What follows belongs to an exercise in optimizing a design on an open flow for small area, a short achievable clock period and few clock cycles; a production flow would make more cautious choices. Only simulation tests tie the RTL to the original design; equivalence was not proved. No activity file was given, so power comes from the tool's default toggle rates.

Design LASER, start of the top module:
module LASER (
	input CLK,
	input RST,
	input [3:0] X,
	input [3:0] Y,
	output reg [3:0] C1X,
	output reg [3:0] C1Y,
	output reg [3:0] C2X,
	output reg [3:0] C2Y,
	output reg DONE
);
Size: roughly 11000 cells after synthesis.
Settings: LEC_CHECK=0, ABC_AREA=1, CAP_MARGIN=20, CORE_MARGIN=2, CORE_UTILIZATION=35, SETUP_SLACK_MARGIN=5, SLEW_MARGIN=20; clock period 9.0 ns.
run.sh (not shown) runs the stock make flow with config.mk's settings and CLKGATE_MAP_FILE= SYNTH_SCRIPT=/design/flow/synth_recipe.tcl, a recipe that flattens the netlist after the stock synthesis.
Testbench counts at the start, summed over its fixed seeds: cycles 19,951.
Change:
--- a/flow/design.v
+++ b/flow/design.v
@@ -169,41 +169,43 @@
 		GPD[gx] <= gp[gx];
 	end
 end
 endgenerate
 wire r01 = GE7(GVD[1], GVD[0]);
 wire r23 = GE7(GVD[3], GVD[2]);
 wire [6:0] v01 = r01 ? GVD[1] : GVD[0];
 wire [3:0] p01 = r01 ? {2'd1, GPD[1]} : {2'd0, GPD[0]};
 wire [6:0] v23 = r23 ? GVD[3] : GVD[2];
 wire [3:0] p23 = r23 ? {2'd3, GPD[3]} : {2'd2, GPD[2]};
 wire rr = GE7(v23, v01);
-reg [5:0] RMAXE;
-reg [3:0] RPOSE;
-always @(posedge CLK) begin
-	RMAXE <= rr ? v23[5:0] : v01[5:0];
-	RPOSE <= rr ? p23 : p01;
-end
-reg [3:0] YB, YC, YD, YE;
-reg VB, VC, VD, VE;
+wire [5:0] RMAXE = rr ? v23[5:0] : v01[5:0];
+wire [3:0] RPOSE = rr ? p23 : p01;
+reg [3:0] YB, YC, YD;
+reg VB, VC, VD;
 reg SPB, SPC;                 
 always @(posedge CLK) begin
-	YB <= ROW; YC <= YB; YD <= YC; YE <= YD;
+	YB <= ROW; YC <= YB; YD <= YC;
 end
-wire upd = VE && GE7({1'b0, RMAXE}, {1'b0, Max_Cover});
+wire [3:0] ug;
+generate
+for (gx = 0; gx < 4; gx = gx + 1) begin : g_ug
+	assign ug[gx] = GVD[gx][6] & GE7({1'b0, GVD[gx][5:0]}, {1'b0, Max_Cover});
+end
+endgenerate
+wire upd = VD && (|ug);
 wire [3:0] nX = upd ? RPOSE : Max_X;
-wire [3:0] nY = upd ? YE : Max_Y;
+wire [3:0] nY = upd ? YD : Max_Y;
 wire nterm = (S ? ({nY, nX} == {C2Y, C2X}) : ({nY, nX} == {C1Y, C1X})) || (&ITER);
 wire guess_at = (State == ST_ROWS) && (ROW == 4'd15);
-wire last_merge = (State == ST_SROWS) && (CNT == 6'd2);
-wire check_at = (State == ST_SROWS) && (CNT == 6'd3);
+wire last_merge = (State == ST_SROWS) && (CNT == 6'd1);
+wire check_at = (State == ST_SROWS) && (CNT == 6'd2);
 wire miss = check_at && ({Max_Y, Max_X} != {SPY, SPX});
 assign yN = (guess_at | miss) ? Max_Y :
             ((State == ST_ROWS) || (State == ST_SROWS)) ? ROW + 4'd1 : 4'd0;
 wire [15:0] full;
 generate
 for (gx = 0; gx < 16; gx = gx + 1) begin : g_full
 	assign full[gx] = (COVC[gx] == 6'd40);
 end
 endgenerate
 wire early = VC & ~SPC & (|full);
 reg [3:0] xf;
@@ -230,34 +232,34 @@
 always @(posedge CLK or posedge RST) begin
 	if (RST) begin
 		State <= ST_LOAD;
 		CNT <= 0;
 		ROW <= 0;
 		ITER <= 0;
 		S <= 0;
 		Max_Cover <= 0;
 		{Max_Y, Max_X} <= 0;
 		{SPY, SPX} <= 0;
 		{C1X, C1Y, C2X, C2Y} <= 0;
-		VB <= 0; VC <= 0; VD <= 0; VE <= 0;
+		VB <= 0; VC <= 0; VD <= 0;
 		SPB <= 0; SPC <= 0;
 		TERM <= 0;
 		DONE <= 0;
 	end else begin
 		VB <= (State == ST_ROWS) || (State == ST_SROWS);
 		SPB <= (State == ST_SROWS);
-		VC <= VB; VD <= VC; VE <= VD;
+		VC <= VB; VD <= VC;
 		SPC <= SPB;
 		if (upd) begin
 			Max_Cover <= RMAXE;
-			{Max_Y, Max_X} <= {YE, RPOSE};
+			{Max_Y, Max_X} <= {YD, RPOSE};
 		end
 		DONE <= last_merge & nterm;
 		TERM <= last_merge & nterm;
 		case (State)
 		ST_LOAD: begin
 			CNT <= CNT + 1;
 			if (CNT == 6'd39) begin
 				CNT <= 0;
 				State <= ST_ROWS;
 				ROW <= 0;
 			end
@@ -271,27 +273,27 @@
 		end
 		ST_SREFR: begin
 			CNT <= 0;
 			ROW <= 0;
 			State <= ST_SROWS;
 		end
 		ST_SROWS: begin
 			ROW <= ROW + 1;
 			CNT <= CNT + 1;
 			if (last_merge && nterm) begin
 				State <= ST_REFR;
-				VB <= 0; VC <= 0; VD <= 0; VE <= 0;
+				VB <= 0; VC <= 0; VD <= 0;
 			end else if (check_at) begin
 				if (miss) begin
 					State <= ST_REFR;
-					VB <= 0; VC <= 0; VD <= 0; VE <= 0;
+					VB <= 0; VC <= 0; VD <= 0;
 				end else begin
 					if (S) {C2Y, C2X} <= {Max_Y, Max_X};
 					else   {C1Y, C1X} <= {Max_Y, Max_X};
 					S <= ~S;
 					ITER <= ITER + 1;
 					State <= ST_ROWS;
 				end
 			end
 		end
 		ST_REFR: begin
 			CNT <= 0;
@@ -311,23 +313,23 @@
 				State <= ST_ROWS;
 			end
 		end
 		default: State <= ST_LOAD;
 		endcase
 		if (early) begin
 			if (S) {C2Y, C2X} <= {YC, xf};
 			else   {C1Y, C1X} <= {YC, xf};
 			State <= ST_REFR;
 			TERM <= 1'b1;
 			DONE <= 1'b1;
-			VB <= 0; VC <= 0; VD <= 0; VE <= 0;
+			VB <= 0; VC <= 0; VD <= 0;
 		end
 	end
 end
 endmodule
 module LASER_pc40 (input clk, input [39:0] b, output [5:0] s);
   wire t1, t2, t3, t4, t5, t6, t7, t8, t9, t10, t11, t12, t13, t14, t15, t16, t17, t18, t19, t20, t21, t22, t23, t24, t25, t26, t27, t28, t29, t30, t31, t32, t33, t34, t35, t36, t37, t38, t39, t40, t41, t42, t43, t44, t45, t46, t47, t48, t49, t50, t51, t52, t53, t54, t55, t56, t57, t58, t59, t60, t61, t62, t63, t64, t65, t66;
   reg q0, q1, q2, q3, q4, q5, q6, q7, q8, q9, q10, q11, q12, q13, q14, q15, q16, q17, q18;
   assign t1 = b[0] ^ b[1] ^ b[2];
   assign t2 = (b[0] & b[1]) | (b[0] & b[2]) | (b[1] & b[2]);
   assign t3 = b[3] ^ b[4] ^ b[5];
   assign t4 = (b[3] & b[4]) | (b[3] & b[5]) | (b[4] & b[5]);
What happened:
- The changed run completed without violations
- total power fell by 0.44%
- flip-flop and latch count went down by 15
- area after synthesis came out higher by 0.53%
- combinational power shrinks by about 2%
- clock-buffer cell count rose by 3
- critical path depth came out higher by 3
- die area rises by 0.52%
- worst hold slack stays flat
- clock power rose by 4.3%
- cell area came out higher by 1.4%
- global-route usage is higher by 0.84 points
- worst setup slack is better by 0.043 ns
- clock skew increases by 0.0057 ns
- via count goes up by 1.7%
Testbench counts after the change, summed over its fixed seeds: cycles 19,488.

==> static timing again, ports no longer ideal <==
The results above use ideal ports. As a check the final layouts listed here were re-extracted and re-timed, cells and wires unchanged.
Step 1: set_driving_cell puts a clkbuf_16 on CLK and a buf_2 on each other input, an assumption about the parent block.
Step 2 moves the port delays by t, midway between the first and last clock arrival at a register: inputs arrive t later, outputs are due t later. That takes back most of the time a late clock gives input paths.
Slacks: no drivers / after step 1 / after step 2; pairs: no drivers / after step 1.
run	t (ns)	slack for setup (ns)	worst setup path at the end
the first run	0.879	5.081 / 5.081 / 4.811	input to register
the second run	0.893	5.124 / 5.108 / 4.336	input to register
After both steps setup and hold are still met in every run listed. For the second run, which loses most, drivers alone change the setup slack by -0.016 ns; drivers and shift together by -0.788 ns.
